This design comes from an exercise in tuning for small area and a short achievable clock period on the open sky130 flow, not from production work. Function was checked by simulation only, so behaviour that the tests miss may differ from the original. No activity file was given, so power comes from the tool's default toggle rates.

==> design.v <==
module ALU #(parameter Data_Width = 8) (
	input wire [Data_Width-1:0]     A, B,
	input wire [3:0]                ALU_FUN,
	input wire                      CLK, RST,
	input wire                      Enable,
	output reg [(2*Data_Width)-1:0] alu_out,
	output reg                      out_valid
);
	genvar i;
	wire       sub = ALU_FUN[0] | ALU_FUN[3];
	wire [7:0] bx  = B ^ {8{sub}};
	wire [7:0] as;
	wire fs1;
	wire fc2;
	alu_fa u_fa3 (.a(A[0]), .b(bx[0]), .c(sub), .s(fs1), .co(fc2));
	assign as[0] = fs1;
	wire fs4;
	wire fc5;
	alu_fa u_fa6 (.a(A[1]), .b(bx[1]), .c(fc2), .s(fs4), .co(fc5));
	assign as[1] = fs4;
	wire fs7;
	wire fc8;
	alu_fa u_fa9 (.a(A[2]), .b(bx[2]), .c(fc5), .s(fs7), .co(fc8));
	assign as[2] = fs7;
	wire fs10;
	wire fc11;
	alu_fa u_fa12 (.a(A[3]), .b(bx[3]), .c(fc8), .s(fs10), .co(fc11));
	assign as[3] = fs10;
	wire fs13;
	wire fc14;
	alu_fa u_fa15 (.a(A[4]), .b(bx[4]), .c(fc11), .s(fs13), .co(fc14));
	assign as[4] = fs13;
	wire fs16;
	wire fc17;
	alu_fa u_fa18 (.a(A[5]), .b(bx[5]), .c(fc14), .s(fs16), .co(fc17));
	assign as[5] = fs16;
	wire fs19;
	wire fc20;
	alu_fa u_fa21 (.a(A[6]), .b(bx[6]), .c(fc17), .s(fs19), .co(fc20));
	assign as[6] = fs19;
	wire fs22;
	wire fc23;
	alu_fa u_fa24 (.a(A[7]), .b(bx[7]), .c(fc20), .s(fs22), .co(fc23));
	assign as[7] = fs22;
	wire geq = fc23;           
	wire eq  = ~|as;          
	wire [15:0] prod;
	wire pp0_0 = A[0] & B[0];
	wire pp0_1 = A[1] & B[0];
	wire pp0_2 = A[2] & B[0];
	wire pp0_3 = A[3] & B[0];
	wire pp0_4 = A[4] & B[0];
	wire pp0_5 = A[5] & B[0];
	wire pp0_6 = A[6] & B[0];
	wire pp0_7 = A[7] & B[0];
	wire pp1_0 = A[0] & B[1];
	wire pp1_1 = A[1] & B[1];
	wire pp1_2 = A[2] & B[1];
	wire pp1_3 = A[3] & B[1];
	wire pp1_4 = A[4] & B[1];
	wire pp1_5 = A[5] & B[1];
	wire pp1_6 = A[6] & B[1];
	wire pp1_7 = A[7] & B[1];
	wire pp2_0 = A[0] & B[2];
	wire pp2_1 = A[1] & B[2];
	wire pp2_2 = A[2] & B[2];
	wire pp2_3 = A[3] & B[2];
	wire pp2_4 = A[4] & B[2];
	wire pp2_5 = A[5] & B[2];
	wire pp2_6 = A[6] & B[2];
	wire pp2_7 = A[7] & B[2];
	wire pp3_0 = A[0] & B[3];
	wire pp3_1 = A[1] & B[3];
	wire pp3_2 = A[2] & B[3];
	wire pp3_3 = A[3] & B[3];
	wire pp3_4 = A[4] & B[3];
	wire pp3_5 = A[5] & B[3];
	wire pp3_6 = A[6] & B[3];
	wire pp3_7 = A[7] & B[3];
	wire pp4_0 = A[0] & B[4];
	wire pp4_1 = A[1] & B[4];
	wire pp4_2 = A[2] & B[4];
	wire pp4_3 = A[3] & B[4];
	wire pp4_4 = A[4] & B[4];
	wire pp4_5 = A[5] & B[4];
	wire pp4_6 = A[6] & B[4];
	wire pp4_7 = A[7] & B[4];
	wire pp5_0 = A[0] & B[5];
	wire pp5_1 = A[1] & B[5];
	wire pp5_2 = A[2] & B[5];
	wire pp5_3 = A[3] & B[5];
	wire pp5_4 = A[4] & B[5];
	wire pp5_5 = A[5] & B[5];
	wire pp5_6 = A[6] & B[5];
	wire pp5_7 = A[7] & B[5];
	wire pp6_0 = A[0] & B[6];
	wire pp6_1 = A[1] & B[6];
	wire pp6_2 = A[2] & B[6];
	wire pp6_3 = A[3] & B[6];
	wire pp6_4 = A[4] & B[6];
	wire pp6_5 = A[5] & B[6];
	wire pp6_6 = A[6] & B[6];
	wire pp6_7 = A[7] & B[6];
	wire pp7_0 = A[0] & B[7];
	wire pp7_1 = A[1] & B[7];
	wire pp7_2 = A[2] & B[7];
	wire pp7_3 = A[3] & B[7];
	wire pp7_4 = A[4] & B[7];
	wire pp7_5 = A[5] & B[7];
	wire pp7_6 = A[6] & B[7];
	wire pp7_7 = A[7] & B[7];
	wire hs25;
	wire hc26;
	alu_ha u_ha27 (.a(pp0_6), .b(pp1_5), .s(hs25), .co(hc26));
	wire fs28;
	wire fc29;
	alu_fa u_fa30 (.a(pp0_7), .b(pp1_6), .c(pp2_5), .s(fs28), .co(fc29));
	wire hs31;
	wire hc32;
	alu_ha u_ha33 (.a(pp3_4), .b(pp4_3), .s(hs31), .co(hc32));
	wire fs34;
	wire fc35;
	alu_fa u_fa36 (.a(pp1_7), .b(pp2_6), .c(pp3_5), .s(fs34), .co(fc35));
	wire hs37;
	wire hc38;
	alu_ha u_ha39 (.a(pp4_4), .b(pp5_3), .s(hs37), .co(hc38));
	wire fs40;
	wire fc41;
	alu_fa u_fa42 (.a(pp2_7), .b(pp3_6), .c(pp4_5), .s(fs40), .co(fc41));
	wire hs43;
	wire hc44;
	alu_ha u_ha45 (.a(pp0_4), .b(pp1_3), .s(hs43), .co(hc44));
	wire fs46;
	wire fc47;
	alu_fa u_fa48 (.a(pp0_5), .b(pp1_4), .c(pp2_3), .s(fs46), .co(fc47));
	wire hs49;
	wire hc50;
	alu_ha u_ha51 (.a(pp3_2), .b(pp4_1), .s(hs49), .co(hc50));
	wire fs52;
	wire fc53;
	alu_fa u_fa54 (.a(hs25), .b(pp2_4), .c(pp3_3), .s(fs52), .co(fc53));
	wire fs55;
	wire fc56;
	alu_fa u_fa57 (.a(pp4_2), .b(pp5_1), .c(pp6_0), .s(fs55), .co(fc56));
	wire fs58;
	wire fc59;
	alu_fa u_fa60 (.a(hc26), .b(fs28), .c(hs31), .s(fs58), .co(fc59));
	wire fs61;
	wire fc62;
	alu_fa u_fa63 (.a(pp5_2), .b(pp6_1), .c(pp7_0), .s(fs61), .co(fc62));
	wire fs64;
	wire fc65;
	alu_fa u_fa66 (.a(fc29), .b(hc32), .c(fs34), .s(fs64), .co(fc65));
	wire fs67;
	wire fc68;
	alu_fa u_fa69 (.a(hs37), .b(pp6_2), .c(pp7_1), .s(fs67), .co(fc68));
	wire fs70;
	wire fc71;
	alu_fa u_fa72 (.a(fc35), .b(hc38), .c(fs40), .s(fs70), .co(fc71));
	wire fs73;
	wire fc74;
	alu_fa u_fa75 (.a(pp5_4), .b(pp6_3), .c(pp7_2), .s(fs73), .co(fc74));
	wire fs76;
	wire fc77;
	alu_fa u_fa78 (.a(fc41), .b(pp3_7), .c(pp4_6), .s(fs76), .co(fc77));
	wire fs79;
	wire fc80;
	alu_fa u_fa81 (.a(pp5_5), .b(pp6_4), .c(pp7_3), .s(fs79), .co(fc80));
	wire fs82;
	wire fc83;
	alu_fa u_fa84 (.a(pp4_7), .b(pp5_6), .c(pp6_5), .s(fs82), .co(fc83));
	wire hs85;
	wire hc86;
	alu_ha u_ha87 (.a(pp0_3), .b(pp1_2), .s(hs85), .co(hc86));
	wire fs88;
	wire fc89;
	alu_fa u_fa90 (.a(hs43), .b(pp2_2), .c(pp3_1), .s(fs88), .co(fc89));
	wire fs91;
	wire fc92;
	alu_fa u_fa93 (.a(hc44), .b(fs46), .c(hs49), .s(fs91), .co(fc92));
	wire fs94;
	wire fc95;
	alu_fa u_fa96 (.a(fc47), .b(hc50), .c(fs52), .s(fs94), .co(fc95));
	wire fs97;
	wire fc98;
	alu_fa u_fa99 (.a(fc53), .b(fc56), .c(fs58), .s(fs97), .co(fc98));
	wire fs100;
	wire fc101;
	alu_fa u_fa102 (.a(fc59), .b(fc62), .c(fs64), .s(fs100), .co(fc101));
	wire fs103;
	wire fc104;
	alu_fa u_fa105 (.a(fc65), .b(fc68), .c(fs70), .s(fs103), .co(fc104));
	wire fs106;
	wire fc107;
	alu_fa u_fa108 (.a(fc71), .b(fc74), .c(fs76), .s(fs106), .co(fc107));
	wire fs109;
	wire fc110;
	alu_fa u_fa111 (.a(fc77), .b(fc80), .c(fs82), .s(fs109), .co(fc110));
	wire fs112;
	wire fc113;
	alu_fa u_fa114 (.a(fc83), .b(pp5_7), .c(pp6_6), .s(fs112), .co(fc113));
	wire hs115;
	wire hc116;
	alu_ha u_ha117 (.a(pp0_2), .b(pp1_1), .s(hs115), .co(hc116));
	wire fs118;
	wire fc119;
	alu_fa u_fa120 (.a(hs85), .b(pp2_1), .c(pp3_0), .s(fs118), .co(fc119));
	wire fs121;
	wire fc122;
	alu_fa u_fa123 (.a(hc86), .b(fs88), .c(pp4_0), .s(fs121), .co(fc122));
	wire fs124;
	wire fc125;
	alu_fa u_fa126 (.a(fc89), .b(fs91), .c(pp5_0), .s(fs124), .co(fc125));
	wire fs127;
	wire fc128;
	alu_fa u_fa129 (.a(fc92), .b(fs94), .c(fs55), .s(fs127), .co(fc128));
	wire fs130;
	wire fc131;
	alu_fa u_fa132 (.a(fc95), .b(fs97), .c(fs61), .s(fs130), .co(fc131));
	wire fs133;
	wire fc134;
	alu_fa u_fa135 (.a(fc98), .b(fs100), .c(fs67), .s(fs133), .co(fc134));
	wire fs136;
	wire fc137;
	alu_fa u_fa138 (.a(fc101), .b(fs103), .c(fs73), .s(fs136), .co(fc137));
	wire fs139;
	wire fc140;
	alu_fa u_fa141 (.a(fc104), .b(fs106), .c(fs79), .s(fs139), .co(fc140));
	wire fs142;
	wire fc143;
	alu_fa u_fa144 (.a(fc107), .b(fs109), .c(pp7_4), .s(fs142), .co(fc143));
	wire fs145;
	wire fc146;
	alu_fa u_fa147 (.a(fc110), .b(fs112), .c(pp7_5), .s(fs145), .co(fc146));
	wire fs148;
	wire fc149;
	alu_fa u_fa150 (.a(fc113), .b(pp6_7), .c(pp7_6), .s(fs148), .co(fc149));
	assign prod[0] = pp0_0;
	wire hs151;
	wire hc152;
	alu_ha u_ha153 (.a(pp0_1), .b(pp1_0), .s(hs151), .co(hc152));
	assign prod[1] = hs151;
	wire fs154;
	wire fc155;
	alu_fa u_fa156 (.a(hs115), .b(pp2_0), .c(hc152), .s(fs154), .co(fc155));
	assign prod[2] = fs154;
	wire fs157;
	wire fc158;
	alu_fa u_fa159 (.a(hc116), .b(fs118), .c(fc155), .s(fs157), .co(fc158));
	assign prod[3] = fs157;
	wire fs160;
	wire fc161;
	alu_fa u_fa162 (.a(fc119), .b(fs121), .c(fc158), .s(fs160), .co(fc161));
	assign prod[4] = fs160;
	wire fs163;
	wire fc164;
	alu_fa u_fa165 (.a(fc122), .b(fs124), .c(fc161), .s(fs163), .co(fc164));
	assign prod[5] = fs163;
	wire fs166;
	wire fc167;
	alu_fa u_fa168 (.a(fc125), .b(fs127), .c(fc164), .s(fs166), .co(fc167));
	assign prod[6] = fs166;
	wire fs169;
	wire fc170;
	alu_fa u_fa171 (.a(fc128), .b(fs130), .c(fc167), .s(fs169), .co(fc170));
	assign prod[7] = fs169;
	wire fs172;
	wire fc173;
	alu_fa u_fa174 (.a(fc131), .b(fs133), .c(fc170), .s(fs172), .co(fc173));
	assign prod[8] = fs172;
	wire fs175;
	wire fc176;
	alu_fa u_fa177 (.a(fc134), .b(fs136), .c(fc173), .s(fs175), .co(fc176));
	assign prod[9] = fs175;
	wire fs178;
	wire fc179;
	alu_fa u_fa180 (.a(fc137), .b(fs139), .c(fc176), .s(fs178), .co(fc179));
	assign prod[10] = fs178;
	wire fs181;
	wire fc182;
	alu_fa u_fa183 (.a(fc140), .b(fs142), .c(fc179), .s(fs181), .co(fc182));
	assign prod[11] = fs181;
	wire fs184;
	wire fc185;
	alu_fa u_fa186 (.a(fc143), .b(fs145), .c(fc182), .s(fs184), .co(fc185));
	assign prod[12] = fs184;
	wire fs187;
	wire fc188;
	alu_fa u_fa189 (.a(fc146), .b(fs148), .c(fc185), .s(fs187), .co(fc188));
	assign prod[13] = fs187;
	wire fs190;
	wire fc191;
	alu_fa u_fa192 (.a(fc149), .b(pp7_7), .c(fc188), .s(fs190), .co(fc191));
	assign prod[14] = fs190;
	assign prod[15] = fc191;
	wire [8:0] bz;
	assign bz[8] = 1'b1;
	assign bz[7] = bz[8] & ~B[7];
	assign bz[6] = bz[7] & ~B[6];
	assign bz[5] = bz[6] & ~B[5];
	assign bz[4] = bz[5] & ~B[4];
	assign bz[3] = bz[4] & ~B[3];
	assign bz[2] = bz[3] & ~B[2];
	assign bz[1] = bz[2] & ~B[1];
	assign bz[0] = bz[1] & ~B[0];
	wire [7:0] nb = ~B;
	wire [7:0] q;
	wire r7_0;
	assign q[7] = bz[1] & (A[7] | nb[0]);
	assign r7_0 = A[7] & ~q[7];
	wire rc193;
	assign rc193 = A[6] | nb[0];
	wire hs194;
	wire hc195;
	alu_ha u_ha196 (.a(r7_0), .b(nb[1]), .s(hs194), .co(hc195));
	wire cn197;
	alu_aoi u_aoi198 (.a1(hs194), .a2(rc193), .b1(hc195), .y(cn197));
	wire es199;
	alu_xor u_xo200 (.a(hs194), .b(rc193), .y(es199));
	assign q[6] = bz[2] & ~cn197;
	wire r6_201;
	assign r6_201 = ~(q[6] ? (A[6] ^ B[0]) : A[6]);
	wire r6_202;
	assign r6_202 = ~(q[6] ? es199 : r7_0);
	wire rc203;
	assign rc203 = ~A[5] & B[0];
	wire hs204;
	wire hc205;
	alu_ha u_ha206 (.a(r6_201), .b(B[1]), .s(hs204), .co(hc205));
	wire cn207;
	alu_aoi u_aoi208 (.a1(hs204), .a2(rc203), .b1(hc205), .y(cn207));
	wire es209;
	alu_xor u_xo210 (.a(hs204), .b(rc203), .y(es209));
	wire ox211;
	wire oh212;
	alu_xor u_xo213 (.a(r6_202), .b(B[2]), .y(ox211));
	alu_nor u_no214 (.a(r6_202), .b(B[2]), .y(oh212));
	wire oc215;
	alu_aoi u_aoi216 (.a1(ox211), .a2(cn207), .b1(oh212), .y(oc215));
	wire os217;
	alu_xnor u_xn218 (.a(ox211), .b(cn207), .y(os217));
	assign q[5] = bz[3] & ~oc215;
	wire r5_219;
	assign r5_219 = q[5] ? (A[5] ^ B[0]) : A[5];
	wire r5_220;
	assign r5_220 = ~(q[5] ? es209 : r6_201);
	wire r5_221;
	assign r5_221 = ~(q[5] ? os217 : r6_202);
	wire rc222;
	assign rc222 = A[4] | nb[0];
	wire hs223;
	wire hc224;
	alu_ha u_ha225 (.a(r5_219), .b(nb[1]), .s(hs223), .co(hc224));
	wire cn226;
	alu_aoi u_aoi227 (.a1(hs223), .a2(rc222), .b1(hc224), .y(cn226));
	wire es228;
	alu_xor u_xo229 (.a(hs223), .b(rc222), .y(es228));
	wire ox230;
	wire oh231;
	alu_xor u_xo232 (.a(r5_220), .b(nb[2]), .y(ox230));
	alu_nor u_no233 (.a(r5_220), .b(nb[2]), .y(oh231));
	wire oc234;
	alu_aoi u_aoi235 (.a1(ox230), .a2(cn226), .b1(oh231), .y(oc234));
	wire os236;
	alu_xnor u_xn237 (.a(ox230), .b(cn226), .y(os236));
	wire hs238;
	wire hc239;
	alu_ha u_ha240 (.a(r5_221), .b(nb[3]), .s(hs238), .co(hc239));
	wire cn241;
	alu_aoi u_aoi242 (.a1(hs238), .a2(oc234), .b1(hc239), .y(cn241));
	wire es243;
	alu_xor u_xo244 (.a(hs238), .b(oc234), .y(es243));
	assign q[4] = bz[4] & ~cn241;
	wire r4_245;
	assign r4_245 = ~(q[4] ? (A[4] ^ B[0]) : A[4]);
	wire r4_246;
	assign r4_246 = ~(q[4] ? es228 : r5_219);
	wire r4_247;
	assign r4_247 = ~(q[4] ? os236 : r5_220);
	wire r4_248;
	assign r4_248 = ~(q[4] ? es243 : r5_221);
	wire rc249;
	assign rc249 = ~A[3] & B[0];
	wire hs250;
	wire hc251;
	alu_ha u_ha252 (.a(r4_245), .b(B[1]), .s(hs250), .co(hc251));
	wire cn253;
	alu_aoi u_aoi254 (.a1(hs250), .a2(rc249), .b1(hc251), .y(cn253));
	wire es255;
	alu_xor u_xo256 (.a(hs250), .b(rc249), .y(es255));
	wire ox257;
	wire oh258;
	alu_xor u_xo259 (.a(r4_246), .b(B[2]), .y(ox257));
	alu_nor u_no260 (.a(r4_246), .b(B[2]), .y(oh258));
	wire oc261;
	alu_aoi u_aoi262 (.a1(ox257), .a2(cn253), .b1(oh258), .y(oc261));
	wire os263;
	alu_xnor u_xn264 (.a(ox257), .b(cn253), .y(os263));
	wire hs265;
	wire hc266;
	alu_ha u_ha267 (.a(r4_247), .b(B[3]), .s(hs265), .co(hc266));
	wire cn268;
	alu_aoi u_aoi269 (.a1(hs265), .a2(oc261), .b1(hc266), .y(cn268));
	wire es270;
	alu_xor u_xo271 (.a(hs265), .b(oc261), .y(es270));
	wire ox272;
	wire oh273;
	alu_xor u_xo274 (.a(r4_248), .b(B[4]), .y(ox272));
	alu_nor u_no275 (.a(r4_248), .b(B[4]), .y(oh273));
	wire oc276;
	alu_aoi u_aoi277 (.a1(ox272), .a2(cn268), .b1(oh273), .y(oc276));
	wire os278;
	alu_xnor u_xn279 (.a(ox272), .b(cn268), .y(os278));
	assign q[3] = bz[5] & ~oc276;
	wire r3_280;
	assign r3_280 = q[3] ? (A[3] ^ B[0]) : A[3];
	wire r3_281;
	assign r3_281 = ~(q[3] ? es255 : r4_245);
	wire r3_282;
	assign r3_282 = ~(q[3] ? os263 : r4_246);
	wire r3_283;
	assign r3_283 = ~(q[3] ? es270 : r4_247);
	wire r3_284;
	assign r3_284 = ~(q[3] ? os278 : r4_248);
	wire rc285;
	assign rc285 = A[2] | nb[0];
	wire hs286;
	wire hc287;
	alu_ha u_ha288 (.a(r3_280), .b(nb[1]), .s(hs286), .co(hc287));
	wire cn289;
	alu_aoi u_aoi290 (.a1(hs286), .a2(rc285), .b1(hc287), .y(cn289));
	wire es291;
	alu_xor u_xo292 (.a(hs286), .b(rc285), .y(es291));
	wire ox293;
	wire oh294;
	alu_xor u_xo295 (.a(r3_281), .b(nb[2]), .y(ox293));
	alu_nor u_no296 (.a(r3_281), .b(nb[2]), .y(oh294));
	wire oc297;
	alu_aoi u_aoi298 (.a1(ox293), .a2(cn289), .b1(oh294), .y(oc297));
	wire os299;
	alu_xnor u_xn300 (.a(ox293), .b(cn289), .y(os299));
	wire hs301;
	wire hc302;
	alu_ha u_ha303 (.a(r3_282), .b(nb[3]), .s(hs301), .co(hc302));
	wire cn304;
	alu_aoi u_aoi305 (.a1(hs301), .a2(oc297), .b1(hc302), .y(cn304));
	wire es306;
	alu_xor u_xo307 (.a(hs301), .b(oc297), .y(es306));
	wire ox308;
	wire oh309;
	alu_xor u_xo310 (.a(r3_283), .b(nb[4]), .y(ox308));
	alu_nor u_no311 (.a(r3_283), .b(nb[4]), .y(oh309));
	wire oc312;
	alu_aoi u_aoi313 (.a1(ox308), .a2(cn304), .b1(oh309), .y(oc312));
	wire os314;
	alu_xnor u_xn315 (.a(ox308), .b(cn304), .y(os314));
	wire hs316;
	wire hc317;
	alu_ha u_ha318 (.a(r3_284), .b(nb[5]), .s(hs316), .co(hc317));
	wire cn319;
	alu_aoi u_aoi320 (.a1(hs316), .a2(oc312), .b1(hc317), .y(cn319));
	wire es321;
	alu_xor u_xo322 (.a(hs316), .b(oc312), .y(es321));
	assign q[2] = bz[6] & ~cn319;
	wire r2_323;
	assign r2_323 = ~(q[2] ? (A[2] ^ B[0]) : A[2]);
	wire r2_324;
	assign r2_324 = ~(q[2] ? es291 : r3_280);
	wire r2_325;
	assign r2_325 = ~(q[2] ? os299 : r3_281);
	wire r2_326;
	assign r2_326 = ~(q[2] ? es306 : r3_282);
	wire r2_327;
	assign r2_327 = ~(q[2] ? os314 : r3_283);
	wire r2_328;
	assign r2_328 = ~(q[2] ? es321 : r3_284);
	wire rc329;
	assign rc329 = ~A[1] & B[0];
	wire hs330;
	wire hc331;
	alu_ha u_ha332 (.a(r2_323), .b(B[1]), .s(hs330), .co(hc331));
	wire cn333;
	alu_aoi u_aoi334 (.a1(hs330), .a2(rc329), .b1(hc331), .y(cn333));
	wire es335;
	alu_xor u_xo336 (.a(hs330), .b(rc329), .y(es335));
	wire ox337;
	wire oh338;
	alu_xor u_xo339 (.a(r2_324), .b(B[2]), .y(ox337));
	alu_nor u_no340 (.a(r2_324), .b(B[2]), .y(oh338));
	wire oc341;
	alu_aoi u_aoi342 (.a1(ox337), .a2(cn333), .b1(oh338), .y(oc341));
	wire os343;
	alu_xnor u_xn344 (.a(ox337), .b(cn333), .y(os343));
	wire hs345;
	wire hc346;
	alu_ha u_ha347 (.a(r2_325), .b(B[3]), .s(hs345), .co(hc346));
	wire cn348;
	alu_aoi u_aoi349 (.a1(hs345), .a2(oc341), .b1(hc346), .y(cn348));
	wire es350;
	alu_xor u_xo351 (.a(hs345), .b(oc341), .y(es350));
	wire ox352;
	wire oh353;
	alu_xor u_xo354 (.a(r2_326), .b(B[4]), .y(ox352));
	alu_nor u_no355 (.a(r2_326), .b(B[4]), .y(oh353));
	wire oc356;
	alu_aoi u_aoi357 (.a1(ox352), .a2(cn348), .b1(oh353), .y(oc356));
	wire os358;
	alu_xnor u_xn359 (.a(ox352), .b(cn348), .y(os358));
	wire hs360;
	wire hc361;
	alu_ha u_ha362 (.a(r2_327), .b(B[5]), .s(hs360), .co(hc361));
	wire cn363;
	alu_aoi u_aoi364 (.a1(hs360), .a2(oc356), .b1(hc361), .y(cn363));
	wire es365;
	alu_xor u_xo366 (.a(hs360), .b(oc356), .y(es365));
	wire ox367;
	wire oh368;
	alu_xor u_xo369 (.a(r2_328), .b(B[6]), .y(ox367));
	alu_nor u_no370 (.a(r2_328), .b(B[6]), .y(oh368));
	wire oc371;
	alu_aoi u_aoi372 (.a1(ox367), .a2(cn363), .b1(oh368), .y(oc371));
	wire os373;
	alu_xnor u_xn374 (.a(ox367), .b(cn363), .y(os373));
	assign q[1] = bz[7] & ~oc371;
	wire r1_375;
	assign r1_375 = q[1] ? (A[1] ^ B[0]) : A[1];
	wire r1_376;
	assign r1_376 = ~(q[1] ? es335 : r2_323);
	wire r1_377;
	assign r1_377 = ~(q[1] ? os343 : r2_324);
	wire r1_378;
	assign r1_378 = ~(q[1] ? es350 : r2_325);
	wire r1_379;
	assign r1_379 = ~(q[1] ? os358 : r2_326);
	wire r1_380;
	assign r1_380 = ~(q[1] ? es365 : r2_327);
	wire r1_381;
	assign r1_381 = ~(q[1] ? os373 : r2_328);
	wire rc382;
	assign rc382 = A[0] | nb[0];
	wire hs383;
	wire hc384;
	alu_ha u_ha385 (.a(r1_375), .b(nb[1]), .s(hs383), .co(hc384));
	wire cn386;
	alu_aoi u_aoi387 (.a1(hs383), .a2(rc382), .b1(hc384), .y(cn386));
	wire ox388;
	wire oh389;
	alu_xor u_xo390 (.a(r1_376), .b(nb[2]), .y(ox388));
	alu_nor u_no391 (.a(r1_376), .b(nb[2]), .y(oh389));
	wire oc392;
	alu_aoi u_aoi393 (.a1(ox388), .a2(cn386), .b1(oh389), .y(oc392));
	wire hs394;
	wire hc395;
	alu_ha u_ha396 (.a(r1_377), .b(nb[3]), .s(hs394), .co(hc395));
	wire cn397;
	alu_aoi u_aoi398 (.a1(hs394), .a2(oc392), .b1(hc395), .y(cn397));
	wire ox399;
	wire oh400;
	alu_xor u_xo401 (.a(r1_378), .b(nb[4]), .y(ox399));
	alu_nor u_no402 (.a(r1_378), .b(nb[4]), .y(oh400));
	wire oc403;
	alu_aoi u_aoi404 (.a1(ox399), .a2(cn397), .b1(oh400), .y(oc403));
	wire hs405;
	wire hc406;
	alu_ha u_ha407 (.a(r1_379), .b(nb[5]), .s(hs405), .co(hc406));
	wire cn408;
	alu_aoi u_aoi409 (.a1(hs405), .a2(oc403), .b1(hc406), .y(cn408));
	wire ox410;
	wire oh411;
	alu_xor u_xo412 (.a(r1_380), .b(nb[6]), .y(ox410));
	alu_nor u_no413 (.a(r1_380), .b(nb[6]), .y(oh411));
	wire oc414;
	alu_aoi u_aoi415 (.a1(ox410), .a2(cn408), .b1(oh411), .y(oc414));
	wire hs416;
	wire hc417;
	alu_ha u_ha418 (.a(r1_381), .b(nb[7]), .s(hs416), .co(hc417));
	wire cn419;
	alu_aoi u_aoi420 (.a1(hs416), .a2(oc414), .b1(hc417), .y(cn419));
	assign q[0] = ~cn419;
	wire bnz = ~bz[0];
	wire [3:0] F = ALU_FUN;
	wire e = Enable;
	wire sADD = e & (F == 4'h0);
	wire sSUB = e & (F == 4'h1);
	wire sAS  = e & (F[3:1] == 3'b000);
	wire sMUL = e & (F == 4'h2);
	wire sDIV = e & (F == 4'h3) & bnz;
	wire sSHR = e & (F == 4'hD);
	wire sSHL = e & (F == 4'hE);
	wire sHI  = e & ((F == 4'h6) | (F == 4'h7) | (F == 4'h9));
	wire t3  = e & ((F == 4'h4) | (F == 4'h5) | (F == 4'h9));
	wire t12 = e & ((F == 4'h5) | (F == 4'h6) | (F == 4'h8));
	wire t0  = e & ((F == 4'h6) | (F == 4'h7) | (F == 4'h9));
	wire [7:0] lo;
	wire [8:0] ar = {1'b0, A};
	wire [8:0] al = {A, 1'b0};
	generate for (i = 0; i < 8; i = i + 1) begin : g_lo
		alu_lobit u_lo (.a(A[i]), .b(B[i]), .s(as[i]), .p(prod[i]), .q(q[i]), .r(ar[i+1]), .l(al[i]),
			.t3(t3), .t12(t12), .t0(t0), .sas(sAS), .smul(sMUL), .sdiv(sDIV), .sshr(sSHR), .sshl(sSHL),
			.o(lo[i]));
	end endgenerate
	wire [7:0] hi = (prod[15:8] & {8{sMUL}}) | {8{sHI}} | {8{sSUB & ~geq}}
	              | {7'd0, (sADD & geq) | (sSHL & A[7])};
	wire c0 = e & (((F == 4'hA) & eq) | ((F == 4'hC) & ~geq));
	wire c1 = e & (((F == 4'hB) & geq & ~eq) | ((F == 4'hC) & ~geq));
	wire [15:0] res = {hi, lo[7:2], lo[1] | c1, lo[0] | c0};
	wire        vld = e & (F != 4'hF);
	always @(posedge CLK or negedge RST) begin
		if (!RST) begin
			alu_out   <= 16'd0;
			out_valid <= 1'b0;
		end else begin
			alu_out   <= res;
			out_valid <= vld;
		end
	end
endmodule
module alu_fa (input wire a, b, c, output wire s, co);
	assign s  = a ^ b ^ c;
	assign co = (a & b) | (c & (a ^ b));
endmodule
module alu_ha (input wire a, b, output wire s, co);
	assign s  = a ^ b;
	assign co = a & b;
endmodule
module alu_nor (input wire a, b, output wire y);
	assign y = ~(a | b);
endmodule
module alu_aoi (input wire a1, a2, b1, output wire y);
	assign y = ~((a1 & a2) | b1);
endmodule
module alu_xor (input wire a, b, output wire y);
	assign y = a ^ b;
endmodule
module alu_xnor (input wire a, b, output wire y);
	assign y = ~(a ^ b);
endmodule
module alu_nand (input wire a, b, output wire y);
	assign y = ~(a & b);
endmodule
module alu_nor2b (input wire a, b_n, output wire y);
	assign y = ~a & b_n;
endmodule
module alu_lobit (input wire a, b, s, p, q, r, l, t3, t12, t0, sas, smul, sdiv, sshr, sshl,
                  output wire o);
	wire lu = b ? (a ? t3 : t12) : (a ? t12 : t0);
	assign o = lu | (s & sas) | (p & smul) | (q & sdiv) | (r & sshr) | (l & sshl);
endmodule
==> flow/run.sh <==
#!/bin/bash
# Standard ORFS layout with three changes:
#  - after synthesis, every logic cell is swapped to the smallest cell of its family
#    (flow/downsize.tcl); registers keep the cells synthesis gave them
#  - the smallest buffer (buf_1) on every input and output port
#  - after placement, repair_timing with a setup margin (flow/repair.tcl) speeds up the
#    slowest paths again
set -euo pipefail
export RESULTS=$(pwd)/orfs/results/${FLOW_PLATFORM}/ALU/base
export MARGIN=$(cat flow/margin.txt)
bash standard.sh synth > standard_synth.log 2>&1
openroad -no_init -exit flow/downsize.tcl > downsize.log 2>&1
bash standard.sh BUFFER_PORTS_ARGS="-buffer_cell sky130_fd_sc_hd__buf_1" place > standard_place.log 2>&1
openroad -no_init -exit flow/repair.tcl > repair.log 2>&1
bash standard.sh BUFFER_PORTS_ARGS="-buffer_cell sky130_fd_sc_hd__buf_1" finish > standard_finish.log 2>&1
==> flow/downsize.tcl <==
# Swap every non-register cell of the synthesized netlist to the smallest cell of its family
# (same function and pins, lowest drive strength). Timing has a wide margin at this clock
# period; the resizer's repair_design later fixes any slew or capacitance violation.
read_db $::env(RESULTS)/1_synth.odb
set db [ord::get_db]
set fam [dict create]
foreach lib [$db getLibs] {
  foreach m [$lib getMasters] {
    set n [$m getName]
    if {![regexp {^(sky130_fd_sc_hd__[a-z0-9]+)_([0-9]+)$} $n -> base sz]} { continue }
    if {[string match *lpflow* $n] || [string match *probe* $n]} { continue }
    set a [expr {[$m getWidth] * [$m getHeight]}]
    if {![dict exists $fam $base]} {
      dict set fam $base [list $m $a $sz]
    } else {
      lassign [dict get $fam $base] bm ba bsz
      if {$a < $ba || ($a == $ba && $sz > $bsz)} { dict set fam $base [list $m $a $sz] }
    }
  }
}
set swapped 0
foreach inst [[ord::get_db_block] getInsts] {
  set m [$inst getMaster]
  set n [$m getName]
  if {[$m isSequential]} { continue }
  if {![regexp {^(sky130_fd_sc_hd__[a-z0-9]+)_([0-9]+)$} $n -> base sz]} { continue }
  if {![dict exists $fam $base]} { continue }
  set best [lindex [dict get $fam $base] 0]
  if {[$best getName] ne $n} {
    if {[$inst swapMaster $best]} { incr swapped }
  }
}
puts "downsize: swapped $swapped instances"
write_db $::env(RESULTS)/1_synth.odb
==> flow/margin.txt <==
79
==> flow/repair.tcl <==
# Tighten the slowest paths: resize/buffer until every path has MARGIN ns of setup slack
# (or no move helps), at the design's own clock and constraints.
read_liberty $::env(FLOW_HOME)/platforms/sky130hd/lib/sky130_fd_sc_hd__tt_025C_1v80.lib
read_db $::env(RESULTS)/3_place.odb
read_sdc $::env(RESULTS)/3_place.sdc
source $::env(FLOW_HOME)/platforms/sky130hd/setRC.tcl
estimate_parasitics -placement
report_wns
report_design_area
repair_timing -setup -setup_margin $::env(MARGIN) -skip_last_gasp
report_wns
report_design_area
detailed_place
check_placement
write_db $::env(RESULTS)/3_place.odb
==> standard.sh <==
#!/bin/bash
# synth_recipe.tcl (not shown) runs the flow's synth.tcl, then flattens the netlist and writes it again
# the make line also repeats each setting of config.mk as NAME=value (left out here)
make -C /OpenROAD-flow-scripts/flow DESIGN_CONFIG=/design/flow/config.mk WORK_HOME=/design/flow/orfs CLKGATE_MAP_FILE= SYNTH_SCRIPT=/design/flow/synth_recipe.tcl "${@:-finish}"
==> config.mk <==
export PLATFORM = sky130hd
export DESIGN_NAME = ALU
export DESIGN_NICKNAME = ALU
export VERILOG_FILES = /design/flow/design.v
export SDC_FILE = /design/flow/constraint.sdc
export NUM_CORES = 4
export LEC_CHECK = 0
export CAP_MARGIN = 20
export CORE_MARGIN = 2
export CORE_UTILIZATION = 40
export SLEW_MARGIN = 20
export SYNTH_HIERARCHICAL = 1
export SYNTH_MINIMUM_KEEP_SIZE = 0
==> constraint.sdc <==
create_clock -name core_clock -period 110.0 [get_ports {CLK}]
set_input_delay 22.0000 -clock core_clock [delete_from_list [all_inputs] [get_ports {CLK}]]
set_output_delay 22.0000 -clock core_clock [all_outputs]
set_load 0.01 [all_outputs]
==> results.cfg, run 1 <==
[floorplan]
die_area_um2 = 11000
die_w_um = 105
num_io_pins = 40
initial_core_util_pct = 41.5
die_y_um = 105
placementRows = 36
core_area_um2 = 9820

[placed_design]
dp_slack_ns = 73.92
place.gp.congestion = 0.868
io_buffers = 39
dp_hpwl_um = 9010
placedCellCount = 628

[clock_network]
cts-root-buf = clkbuf_8
cts.sinks = 17
cts_max_level = 1
cts.clk_slew.worst_paths_ns = 0.06
cts_max_path_buffers = 2
postCtsSetupRepairBufs = 0
cts_buffers = 3
cts_tree = built
cts_hold_buf = 0
cts.repair.resized = 0

[final_layout]
final_cells = 657
fill_cells = 984
layout-drive-gt1-share_pct = 16.8
regArea_um2 = 425
nNetsFinal = 640
syn_to_final_growth_pct = 17.7
antenna-diode-count = 0
multi_input_area_um2 = 3670

[setup_path]
critPathTopFamily = compound AO/OA/AOI/OAI gates
critical_path_class = primary input to register
slowest_stage = or4b_2
slowest_delay_ns = 0.64
path_depth = 61
crit_top_cell = a21oi_2
arrival_ns = 33.46
cp_max_fo = 11
crit_end = alu_out[0]
worst_setup_path_start_kind = primary input
crit_path_end_kind = register
worst-path-buf-inv = 3
critPathLaunch = B[7]
crit_required_ns = 110.12

[logic_synthesis]
netlist_instances = 459
yosys_warnings = 7
avgSynthCellArea_um2 = 8.88
synth.cell_area_um2 = 4080

[min_path]
hold_class = primary input to asynchronous set/reset pin

[detailed_routing]
post_drt_via_cell_ratio = 5.73
via_count = 3766
wl_um = 12300
wire_per_inst_um = 18.8
ant_nets = 0
drt_pass1_iterations = 9
drt_iter0_drc = 342
drc = 0

[sta]
tns_ns = 0
fin_crit_ns = 33.34
fin_ws_ns = 76.66
tightest_slew_ns = 1.10
max_slew_margin_pct = 26.1
rsz0062_at_grt = no
report.final.slew_viol_count = 0
setup_viol = 0
min_period_over_period_pct = 30.3
max_freq_ghz = 0.0300
finalHoldViolCount = 0

[grt]
grt_max_degree = 22
overflow = 0
antenna_found_initial = 0
grt_pass1_vias = 3931
grt_use_total_pct = 23.3
grt_pass1_wl_um = 20500

[pwr]
power.density_nw_per_um2 = 9.30
p_leak_uw = 0.00209
peakVddDrop_mv = 0.00494

[status]
outcome = timing/DRC/antenna clean

[run]
drv_cap = 0
area by class of cell:
| class | instances | share of cell area [%] |
|---|---|---|
| sequential | 17 | 8.87 |
| multi-input combinational | 409 | 76.4 |
| timing repair buffer | 70 | 8.03 |
| tap | 133 | 3.47 |
| inverter | 24 | 2.27 |
| clock buffer | 4 | 0.939 |
report_power, final:
| group | internal [uW] | switching [uW] | total [uW] | leakage, uW |
|---|---|---|---|---|
| Combinational | 14.5 | 18.7 | 33.2 | 0.00184 |
| Sequential | 6.88 | 0.146 | 7.03 | 0.000226 |
| Clock | 2.56 | 1.83 | 4.39 | 0.0000228 |
through the flow:
stage,instance area (um2),total power (uW),hold slack [ns],util (%)
after floorplan,4080,29.0,21.70,-
after global routing,4800,49.4,21.92,48.9
after CTS,4800,44.8,21.87,48.9
final,4800,44.6,21.84,48.9
after global placement,4400,36.9,22.12,44.8
after detailed placement,4410,37.4,22.14,44.9
state kept, by name, summed over array words and instances, names as in the netlist:
signal,count
out_valid,1
alu_out,16
worst min-delay path by stage:
stage / start / to / slack (ns) / depth (start not counted)
CTS: RST / alu_out[11] / 21.87 / 1
floorplan: RST / alu_out[0] / 21.70 / 0
detailed placement: RST / out_valid / 22.14 / 1
global route: RST / alu_out[5] / 21.92 / 1
finish: RST / alu_out[2] / 21.84 / 1
global placement: RST / alu_out[0] / 22.12 / 1
layout by cell type, fill, tap and decap left out, drive strengths merged, types with 3 or more instances in the layout:
cell	n
a21oi	41
ha	36
a221oi	8
o21a	3
nor4	3
nor2	77
xor2	32
inv	9
nand2b	4
and2	12
a21o	7
nand3	8
mux2i	10
clkinv	10
buf	65
dfrtp	17
clkbuf	9
nor3b	11
or2	4
o21ai	5
xnor2	17
nand2	20
nand4	9
nor3	6
clkinvlp	5
a222oi	8
fa	56
per-layer routing:
metal	vias up	share of wire [%]	global-route usage (%)
met3	20	5.0	2.37
met5	-	0	0
met4	0	2.5	6.38
met2	145	49	39.9
met1	1856	44	31.2
li1	1745	-	-
==> inputs of run 2 (changes only) <==
==> flow/run.sh (replaced) <==
#!/bin/bash
# Standard ORFS layout with two changes:
#  - after synthesis, every logic cell is swapped to the smallest cell of its family
#    (flow/downsize.tcl); registers keep the cells synthesis gave them
#  - the smallest buffer (buf_1) on every input and output port
set -euo pipefail
bash standard.sh synth > standard_synth.log 2>&1
export RESULTS=$(pwd)/orfs/results/${FLOW_PLATFORM}/ALU/base
openroad -no_init -exit flow/downsize.tcl > downsize.log 2>&1
bash standard.sh BUFFER_PORTS_ARGS="-buffer_cell sky130_fd_sc_hd__buf_1" finish > standard_finish.log 2>&1
removed: flow/margin.txt
removed: flow/repair.tcl
==> results.cfg, run 2 <==
[setup_path]
worst-path-buf-inv = 4
worst_setup_path_start_kind = primary input
crit_required_ns = 110.12
critical_path_class = primary input to register
arrival_ns = 36.16
slowest_stage = clkinv_1
crit_path_end_kind = register
critPathTopFamily = compound AO/OA/AOI/OAI gates
crit_top_cell = a21oi_1
slowest_delay_ns = 0.73
cp_max_fo = 15

[clock_network]
cts-root-buf = clkbuf_8
cts.clk_slew.worst_paths_ns = 0.06
cts_max_level = 1
cts.sinks = 17
cts_max_path_buffers = 2
cts_tree = built
postCtsSetupRepairBufs = 0
cts_hold_buf = 0
cts_buffers = 3
cts.repair.resized = 0

[grt]
grt_use_total_pct = 22.0
antenna_found_initial = 0
grt_pass1_vias = 3606
grt_max_degree = 22
grt_pass1_wl_um = 19400
overflow = 0

[pwr]
finalPower_uw = 41.7
power.density_nw_per_um2 = 9.36
peakVddDrop_mv = 0.00493
p_leak_uw = 0.00194

[detailed_routing]
ant_nets = 0
via_count = 3596
drt_iter0_drc = 371
drc = 0
drt_pass1_iterations = 8
post_drt_via_cell_ratio = 5.69
wire_per_inst_um = 18.6
wl_um = 11700

[sta]
tns_ns = 0
fin_crit_ns = 36.03
setup_viol = 0
max_freq_ghz = 0.0278
fin_ws_ns = 73.97
report.final.slew_viol_count = 0
finalHoldViolCount = 0
tightest_slew_ns = 1.03
rsz0062_at_grt = no
max_slew_margin_pct = 31.1
min_period_over_period_pct = 32.8

[final_layout]
fin_util_pct = 45.3
antenna-diode-count = 0
fill_cells = 1014
multi_input_area_um2 = 3530
final_common_cell = nor2_1
syn_to_final_growth_pct = 9.21
regMostFlops = alu_out
layout-drive-gt1-share_pct = 5.61
top_regs = alu_out (16), out_valid (1)
final_cell_mix = nor2_1 (77), fa_1 (56), a21oi_1 (41)
regArea_um2 = 425
largest_reg_flops = 16
nNetsFinal = 615

[logic_synthesis]
avgSynthCellArea_um2 = 8.88
yosys_warnings = 7
synth.cell_area_um2 = 4080
netlist_instances = 459

[placed_design]
dp_hpwl_um = 9010
dp_slack_ns = 73.92
place.gp.congestion = 0.868
io_buffers = 39

[floorplan]
die_y_um = 105
initial_core_util_pct = 41.5
die_w_um = 105
die_area_um2 = 11000
num_io_pins = 40
placementRows = 36
core_area_um2 = 9820

[min_path]
hold_class = primary input to asynchronous set/reset pin

[status]
outcome = timing/DRC/antenna clean

[run]
drv_cap = 0
run 2: area by class of cell:
type | count | share of cell area [%]
flip-flops and latches | 17 | 9.55
inverters | 24 | 2.02
well taps | 133 | 3.74
repair buffers | 45 | 4.30
clock buffers | 4 | 1.01
multi-input cells | 409 | 79.4
run 2: per-stage QoR:
step / std cells / hold slack, ns / area, um2
3_3_place_gp: 628 / 22.12 / 4400
4_1_cts: 632 / 21.87 / 4450
3_5_place_dp: 628 / 22.14 / 4410
2_1_floorplan: 460 / 21.70 / 4080
6_report: 632 / 21.84 / 4450
5_1_grt: 632 / 21.92 / 4450
run 2: power breakdown:
part           internal [uW]  switching [uW]  total [uW]  leakage [uW]
combinational           12.8            17.4        30.3       0.00169
sequential              6.88           0.146        7.03      0.000226
clock                   2.56            1.84        4.40     0.0000228
total                   22.3            19.4        41.7       0.00194
run 2: path summary, 6_finish.rpt:
path | start | end | cells past startpoint
min in group core_clock | Enable | out_valid | 2
setup / recovery | B[2] | alu_out[0] | 59
max in group asynchronous | RST | alu_out[4] | 1
hold / removal | RST | alu_out[2] | 1
run 2: per-layer routing:
layer / vias up / GRT usage [%] / routed length [um]
met5: - / 0 / 0
met4: 0 / 5.05 / 241
met3: 14 / 1.25 / 589
met2: 122 / 36.9 / 5660
met1: 1761 / 31.2 / 5260
li1: 1699 / - / -

re-timing with driven ports:
The results above use ideal ports. As a check the final layouts listed here were re-extracted and re-timed, cells and wires unchanged.
Step 1 (the two cells are an assumption about what drives the block):
set clk [get_ports {CLK}]
set_driving_cell -lib_cell sky130_fd_sc_hd__clkbuf_16 $clk
set_driving_cell -lib_cell sky130_fd_sc_hd__buf_2 [delete_from_list [all_inputs] $clk]
Step 2 adds t to the input delays and takes it off the output delays; t is the mean of the earliest and latest rising clock arrival at the registers after step 1. Input paths then give back, and output paths get back, about the clock's delay inside the block.
Three values: no drivers, after step 1, after step 2; two values: the first two.
| run | t, ns | setup WS [ns] | worst register clock-pin slew, ns |
|---|---|---|---|
| run 1 | 0.264 | 76.664 / 76.663 / 76.399 | 0.06 / 0.06 |
| run 2 | 0.264 | 73.966 / 73.962 / 73.698 | 0.06 / 0.06 |
After both steps setup and hold are still met in every run listed. The setup slack of run 2, which loses most, moves by -0.004 ns with the drivers and by -0.268 ns with both steps.
